This design comes from an exercise in tuning for small area, a short achievable clock period and few clock cycles on the open sky130 flow, not from production work.
Only simulation tests tie the RTL to the original design; equivalence was not proved.

== before ==
==> flow/design.v <==
module ao21x32 (input [31:0] a, input [31:0] b, input [31:0] c, output [31:0] y);
    assign y = (a & b) | c;
endmodule
module xor32 (input [31:0] a, input [31:0] b, output [31:0] y);
    assign y = a ^ b;
endmodule
module and32 (input [31:0] a, input [31:0] b, output [31:0] y);
    assign y = a & b;
endmodule
module ks32 (input [31:0] g, input [31:0] p, input ci, output [32:0] c);
    reg [31:0] G [0:5];
    reg [31:0] P [0:5];
    integer k, i;
    always @(*) begin
        G[0] = g;
        P[0] = p;
        G[0][0] = g[0] | (p[0] & ci);
        for (k = 0; k < 5; k = k + 1) begin
            for (i = 0; i < 32; i = i + 1) begin
                if (i >= (1 << k)) begin
                    G[k+1][i] = G[k][i] | (P[k][i] & G[k][i - (1 << k)]);
                    P[k+1][i] = P[k][i] & P[k][i - (1 << k)];
                end else begin
                    G[k+1][i] = G[k][i];
                    P[k+1][i] = P[k][i];
                end
            end
        end
    end
    assign c = {G[5], ci};
endmodule
module add32 (input [31:0] a, input [31:0] b, input sub, output [31:0] sum, output borrow);
    wire [31:0] bx, t, g;
    wire [32:0] c;
    xor32 u_bx (.a(b), .b({32{sub}}), .y(bx));
    xor32 u_t  (.a(a), .b(bx), .y(t));
    and32 u_g  (.a(a), .b(bx), .y(g));
    ks32  u_c  (.g(g), .p(t), .ci(sub), .c(c));
    xor32 u_s  (.a(t), .b(c[31:0]), .y(sum));
    assign borrow = ~c[32];
endmodule
module alu32 (
    input  [31:0] a,
    input  [31:0] b,
    input         sub,       
    input         r_add, r_logic, r_slt, r_sltu, r_shift,
    input  [1:0]  lop,       
    input         sh_left, sh_arith,
    output        eq,        
    output [31:0] y
);
    wire [31:0] sum;
    wire borrow;                             
    add32 u_add (.a(a), .b(b), .sub(sub), .sum(sum), .borrow(borrow));
    wire lt_s = borrow ^ a[31] ^ b[31];      
    wire [31:0] x_and = a & b;
    wire [31:0] x_or  = a | b;
    wire [31:0] x_xor = a ^ b;
    reg  [31:0] lg;
    always @(*) begin
        case (lop)
            2'd0: lg = x_and;
            2'd1: lg = x_or;
            2'd2: lg = x_xor;
            default: lg = ~x_or;
        endcase
    end
    assign eq = (a == b);
    wire fill = sh_arith & b[31];
    wire big = |a[31:5];
    reg [31:0] x [0:5];
    integer k, i, s;
    always @(*) begin
        x[0] = b;
        for (k = 0; k < 5; k = k + 1) begin
            s = 1 << k;
            for (i = 0; i < 32; i = i + 1) begin
                if (!a[k])
                    x[k+1][i] = x[k][i];
                else if (sh_left)
                    x[k+1][i] = (i >= s) ? x[k][i-s] : 1'b0;
                else
                    x[k+1][i] = (i + s < 32) ? x[k][i+s] : fill;
            end
        end
    end
    wire [31:0] sh = big ? {32{fill}} : x[5];
    wire [31:0] other = ({32{r_logic}} & lg) | ({32{r_shift}} & sh);
    wire [31:0] y_hi;
    ao21x32 u_y (.a(sum), .b({32{r_add}}), .c(other), .y(y_hi));
    assign y = {y_hi[31:1], y_hi[0] | (r_slt & lt_s) | (r_sltu & borrow)};
endmodule
module rf_aoi222 (input a1, a2, b1, b2, c1, c2, output y);
    assign y = ~((a1 & a2) | (b1 & b2) | (c1 & c2));
endmodule
module rf_nand2 (input a, b, output y);
    assign y = ~(a & b);
endmodule
module rf_nand3 (input a, b, c, output y);
    assign y = ~(a & b & c);
endmodule
module rf_nand4 (input a, b, c, d, output y);
    assign y = ~(a & b & c & d);
endmodule
module rf_nor3 (input a, b, c, output y);
    assign y = ~(a | b | c);
endmodule
module rf_rbit (input [30:0] d, input [30:0] s, output yn);
    wire [10:0] t;
    genvar g;
    generate
        for (g = 0; g < 10; g = g + 1) begin : g_aoi
            rf_aoi222 u (.a1(d[3*g]), .a2(s[3*g]), .b1(d[3*g+1]), .b2(s[3*g+1]),
                         .c1(d[3*g+2]), .c2(s[3*g+2]), .y(t[g]));
        end
    endgenerate
    rf_nand2 u_n2 (.a(d[30]), .b(s[30]), .y(t[10]));
    wire u0, u1, u2;
    rf_nand4 u_a (.a(t[0]), .b(t[1]), .c(t[2]), .d(t[3]), .y(u0));
    rf_nand4 u_b (.a(t[4]), .b(t[5]), .c(t[6]), .d(t[7]), .y(u1));
    rf_nand3 u_c (.a(t[8]), .b(t[9]), .c(t[10]), .y(u2));
    rf_nor3  u_o (.a(u0), .b(u1), .c(u2), .y(yn));
endmodule
module registerfile32 (
    input         clk,
    input         reset,
    input         we,
    input  [4:0]  wa,
    input  [31:0] wd,
    input  [4:0]  ra1,
    input  [4:0]  ra2,
    output [31:0] rd1n,      
    output [31:0] rd2n
);
    reg [31:0] r [1:31];
    wire [31:0] wdg = reset ? 32'd0 : wd;
    wire [30:0] s1, s2;
    genvar i, j;
    generate
        for (i = 1; i < 32; i = i + 1) begin : g_reg
            wire en = reset | (we & (wa == i));
            always @(posedge clk)
                if (en) r[i] <= wdg;
            assign s1[i-1] = (ra1 == i);
            assign s2[i-1] = (ra2 == i);
        end
        for (j = 0; j < 32; j = j + 1) begin : g_bit
            wire [30:0] d;
            for (i = 1; i < 32; i = i + 1) begin : g_d
                assign d[i-1] = r[i][j];
            end
            rf_rbit u1 (.d(d), .s(s1), .yn(rd1n[j]));
            rf_rbit u2 (.d(d), .s(s2), .yn(rd2n[j]));
        end
    endgenerate
endmodule
module MISP(
    input           clk,
    input           reset,
    output [31:0]   imem_addr,
    input  [31:0]   imem_data,
    output [31:0]   dmem_addr,
    output [31:0]   dmem_wdata,
    output          dmem_we,
    output          dmem_re,
    input  [31:0]   dmem_rdata
);
    reg  [9:0]  pc;
    reg  [31:0] f_ins;       
    reg         f_v;         
    wire        stall;       
    wire        e_taken;
    reg  [31:0] e_aux;
    wire        f_j    = (imem_data[31:26] == 6'b000010);
    wire [9:0]  pc_seq = pc + 10'd1;
    wire [9:0]  pc_br  = pc + e_aux[9:0];
    wire [9:0]  pc_nxt = e_taken ? pc_br : stall ? pc : f_j ? imem_data[9:0] : pc_seq;
    wire [31:0] ins = f_ins;
    wire [5:0]  op  = ins[31:26];
    wire [5:0]  fn  = ins[5:0];
    wire [4:0]  rs  = ins[25:21];
    wire [4:0]  rt  = ins[20:16];
    wire [4:0]  rd  = ins[15:11];
    wire [15:0] imm = ins[15:0];
    wire        is_j = (op == 6'b000010);
    wire is_r   = (op == 6'b000000);
    wire is_ia  = (op[5:3] == 3'b001);
    wire is_lw  = (op == 6'b100011);
    wire is_sw  = (op == 6'b101011);
    wire is_beq = (op == 6'b000100);
    wire is_bne = (op == 6'b000101);
    wire is_lui = (op == 6'b001111);
    wire is_csh = is_r & (fn[5:2] == 4'b0000);       
    wire [4:0] d_wa  = is_r ? rd : rt;
    wire       d_wen = (is_r | is_ia | is_lw) & (d_wa != 5'd0);
    wire       d_sub    = is_r ? (fn[5] & fn[1] & ~fn[2]) : is_ia & (op[2:1] == 2'b01);
    wire       d_radd   = is_r ? (fn[5:2] == 4'b1000) : (is_lw | is_sw | is_lui | (is_ia & (op[2:1] == 2'b00)));
    wire       d_rlogic = is_r ? (fn[5:2] == 4'b1001) : is_ia & (op[2:1] != 2'b01) & (op[2] & ~(op[1] & op[0]));
    wire [1:0] d_lop    = is_r ? fn[1:0] : op[1:0];
    wire       d_rslt   = is_r ? (fn == 6'b101010) : is_ia & (op[2:0] == 3'b010);
    wire       d_rsltu  = is_r ? (fn == 6'b101011) : is_ia & (op[2:0] == 3'b011);
    wire       d_rshift = is_r & ~fn[5];
    wire       uses_rt  = is_r | is_sw | is_beq | is_bne;
    wire       use_imm  = ~(is_r | is_beq | is_bne);
    reg [31:0] e_a, e_b;             
    reg [4:0]  e_wa;
    reg        e_wen, e_load, e_store, e_beq, e_bne;
    reg        e_sub, e_radd, e_rlogic, e_rslt, e_rsltu, e_rshift;
    reg [1:0]  e_lop;
    reg        e_shleft, e_sharith;
    wire [31:0] e_y;
    wire        e_eq;
    alu32 alu (
        .a(e_a), .b(e_b), .sub(e_sub),
        .r_add(e_radd), .r_logic(e_rlogic), .r_slt(e_rslt), .r_sltu(e_rsltu),
        .r_shift(e_rshift), .lop(e_lop),
        .sh_left(e_shleft), .sh_arith(e_sharith),
        .eq(e_eq), .y(e_y)
    );
    assign      e_taken = (e_beq & e_eq) | (e_bne & ~e_eq);
    assign stall = e_load & e_wen & ~is_j & ((e_wa == rs) | (uses_rt & (e_wa == rt)));
    reg [31:0] m_val, m_wd;
    reg [4:0]  m_wa;
    reg        m_wen, m_load, m_store;
    wire [31:0] m_res = m_load ? dmem_rdata : m_val;
    wire [31:0] rd1n, rd2n;
    wire [31:0] rd1 = ~rd1n;
    wire [31:0] rd2 = ~rd2n;
    registerfile32 rf (
        .clk(clk), .reset(reset),
        .we(m_wen), .wa(m_wa), .wd(m_res),
        .ra1(rs), .ra2(rt), .rd1n(rd1n), .rd2n(rd2n)
    );
    wire a_e  = e_wen & (e_wa == rs);
    wire a_m  = ~a_e & m_wen & (m_wa == rs);
    wire a_rf = ~a_e & ~a_m;
    wire b_e  = e_wen & (e_wa == rt);
    wire b_m  = ~b_e & m_wen & (m_wa == rt);
    wire b_rf = ~b_e & ~b_m;
    wire a_reg = ~(is_csh | is_lui);     
    wire [31:0] immx = is_lui ? {imm, 16'd0} : {{16{imm[15]}}, imm};
    wire        a_es = a_reg & a_e;
    wire        b_es = ~use_imm & b_e;
    wire        x_es = is_sw & b_e;
    wire [31:0] m_rs = ({32{a_m}} & m_res) | ({32{a_rf}} & rd1);
    wire [31:0] m_rt = ({32{b_m}} & m_res) | ({32{b_rf}} & rd2);
    wire [31:0] a_rest = a_reg ? m_rs : {27'd0, ins[10:6] & {5{is_csh}}};
    wire [31:0] b_rest = use_imm ? immx : m_rt;
    wire [31:0] x_rest = is_sw ? m_rt : {22'd0, imm[9:0] - 10'd1};
    wire [31:0] d_a, d_b, d_aux;
    ao21x32 u_ba (.a(e_y), .b({32{a_es}}), .c(a_rest), .y(d_a));
    ao21x32 u_bb (.a(e_y), .b({32{b_es}}), .c(b_rest), .y(d_b));
    ao21x32 u_bx (.a(e_y), .b({32{x_es}}), .c(x_rest), .y(d_aux));
    wire        bub = reset | stall | ~f_v;
    always @(posedge clk) begin
        pc   <= reset ? 10'd0 : pc_nxt;
        if (~stall | reset) begin
            f_ins <= imem_data;
            f_v   <= ~reset;
        end
        m_val   <= e_y;
        m_wd    <= e_aux;
        m_wa    <= e_wa;
        m_wen   <= ~reset & e_wen;
        m_load  <= ~reset & e_load;
        m_store <= ~reset & e_store;
        e_a   <= d_a;
        e_b   <= d_b;
        e_aux <= d_aux;
        e_wa  <= d_wa;
        e_wen   <= ~bub & d_wen;
        e_load  <= ~bub & is_lw;
        e_store <= ~bub & is_sw;
        e_beq   <= ~bub & is_beq;
        e_bne   <= ~bub & is_bne;
        e_sub     <= d_sub;
        e_radd    <= d_radd;
        e_rlogic  <= d_rlogic;
        e_lop     <= d_lop;
        e_rslt    <= d_rslt;
        e_rsltu   <= d_rsltu;
        e_rshift  <= d_rshift;
        e_shleft  <= ~fn[1];
        e_sharith <= fn[0];
    end
    assign imem_addr  = {20'd0, pc, 2'b00};
    assign dmem_addr  = m_val;
    assign dmem_wdata = m_wd;
    assign dmem_we    = m_store;
    assign dmem_re    = m_load;
endmodule
clock: 7.0 ns
lec_check: 0
cap_margin: 20
core_margin: 2
core_utilization: 40
place_density: 0.5
setup_slack_margin: 4.0
slew_margin: 20
synth_hierarchical: 1
run.sh (not shown) runs the stock make flow with config.mk's settings and CLKGATE_MAP_FILE= SYNTH_SCRIPT=/design/flow/synth_recipe.tcl, a recipe that flattens the netlist after the stock synthesis.
Testbench counts of before, summed over its fixed seeds: cycles 410,726.
## Diff of input files: after against before
--- a/flow/design.v
+++ b/flow/design.v
@@ -28,6 +28,12 @@
         end
     end
     assign c = {G[5], ci};
+endmodule
+module ao211x32 (input [31:0] a1, input [31:0] a2, input [31:0] b, input [31:0] c, output [31:0] y);
+    assign y = (a1 & a2) | b | c;
+endmodule
+module nor2x32 (input [31:0] a, input [31:0] b, output [31:0] y);
+    assign y = ~(a | b);
 endmodule
 module add32 (input [31:0] a, input [31:0] b, input sub, output [31:0] sum, output borrow);
     wire [31:0] bx, t, g;
@@ -223,9 +229,7 @@
     reg [4:0]  m_wa;
     reg        m_wen, m_load, m_store;
     wire [31:0] m_res = m_load ? dmem_rdata : m_val;
-    wire [31:0] rd1n, rd2n;
-    wire [31:0] rd1 = ~rd1n;
-    wire [31:0] rd2 = ~rd2n;
+    wire [31:0] rd1n, rd2n;      
     registerfile32 rf (
         .clk(clk), .reset(reset),
         .we(m_wen), .wa(m_wa), .wd(m_res),
@@ -239,18 +243,20 @@
     wire b_rf = ~b_e & ~b_m;
     wire a_reg = ~(is_csh | is_lui);     
     wire [31:0] immx = is_lui ? {imm, 16'd0} : {{16{imm[15]}}, imm};
-    wire        a_es = a_reg & a_e;
-    wire        b_es = ~use_imm & b_e;
-    wire        x_es = is_sw & b_e;
-    wire [31:0] m_rs = ({32{a_m}} & m_res) | ({32{a_rf}} & rd1);
-    wire [31:0] m_rt = ({32{b_m}} & m_res) | ({32{b_rf}} & rd2);
-    wire [31:0] a_rest = a_reg ? m_rs : {27'd0, ins[10:6] & {5{is_csh}}};
-    wire [31:0] b_rest = use_imm ? immx : m_rt;
-    wire [31:0] x_rest = is_sw ? m_rt : {22'd0, imm[9:0] - 10'd1};
+    wire        a_es = a_reg & a_e,   a_ms = a_reg & a_m,   a_rs = a_reg & a_rf;
+    wire        b_es = ~use_imm & b_e, b_ms = ~use_imm & b_m, b_rs = ~use_imm & b_rf;
+    wire        x_es = is_sw & b_e,   x_ms = is_sw & b_m,   x_rs = is_sw & b_rf;
+    wire [31:0] a_oth = ({32{a_ms}} & m_res) | {27'd0, ins[10:6] & {5{is_csh}}};
+    wire [31:0] b_oth = ({32{b_ms}} & m_res) | (immx & {32{use_imm}});
+    wire [31:0] x_oth = ({32{x_ms}} & m_res) | ({22'd0, imm[9:0] - 10'd1} & {32{~is_sw}});
+    wire [31:0] a_reg_v, b_reg_v, x_reg_v;
+    nor2x32 u_ra (.a(rd1n), .b({32{~a_rs}}), .y(a_reg_v));
+    nor2x32 u_rb (.a(rd2n), .b({32{~b_rs}}), .y(b_reg_v));
+    nor2x32 u_rx (.a(rd2n), .b({32{~x_rs}}), .y(x_reg_v));
     wire [31:0] d_a, d_b, d_aux;
-    ao21x32 u_ba (.a(e_y), .b({32{a_es}}), .c(a_rest), .y(d_a));
-    ao21x32 u_bb (.a(e_y), .b({32{b_es}}), .c(b_rest), .y(d_b));
-    ao21x32 u_bx (.a(e_y), .b({32{x_es}}), .c(x_rest), .y(d_aux));
+    ao211x32 u_ba (.a1(e_y), .a2({32{a_es}}), .b(a_reg_v), .c(a_oth), .y(d_a));
+    ao211x32 u_bb (.a1(e_y), .a2({32{b_es}}), .b(b_reg_v), .c(b_oth), .y(d_b));
+    ao211x32 u_bx (.a1(e_y), .a2({32{x_es}}), .b(x_reg_v), .c(x_oth), .y(d_aux));
     wire        bub = reset | stall | ~f_v;
     always @(posedge clk) begin
         pc   <= reset ? 10'd0 : pc_nxt;
## What came out
after has completed all stages; timing, DRC and antenna checks passed. after against before: total routed wire length on the met1 layer went up by 0.32%; synthesized cell area went down by about 0.56%. Taking before as the reference, in after fraction of standard cell area that is sequential rose by 0.21 points, final net count stayed essentially flat. Per the comparison of after with before, via count saw little to no change; die area -about 0.55%.
Testbench counts of after, summed over its fixed seeds: cycles 410,726.

## re-timing with driven ports
In the flow no input, the clock included, has a driving cell. The finished layouts below were timed again as built, in two steps. Step 1 (the two cells are an assumption about what drives the block):
set clk [get_ports {clk}]
set_driving_cell -lib_cell sky130_fd_sc_hd__clkbuf_16 $clk
set_driving_cell -lib_cell sky130_fd_sc_hd__buf_2 [delete_from_list [all_inputs] $clk]
Step 2 moves the port delays by t, midway between the first and last clock arrival at a register: inputs arrive t later, outputs are due t later. That takes back most of the time a late clock gives input paths. a / b / c = no drivers / after step 1 / after step 2; a / b = the first two.
run	t, ns	setup WS [ns]	clock arrival spread, ns	pins driven straight from the clock port
before	0.859	3.318 / 3.318 / 3.318	0.034 / 0.034	1
after	0.861	3.693 / 3.693 / 3.297	0.064 / 0.065	1
After both steps every run listed still meets setup and hold. The setup slack of after, which loses most, moves by 0.000 ns with the drivers and by -0.396 ns with both steps.
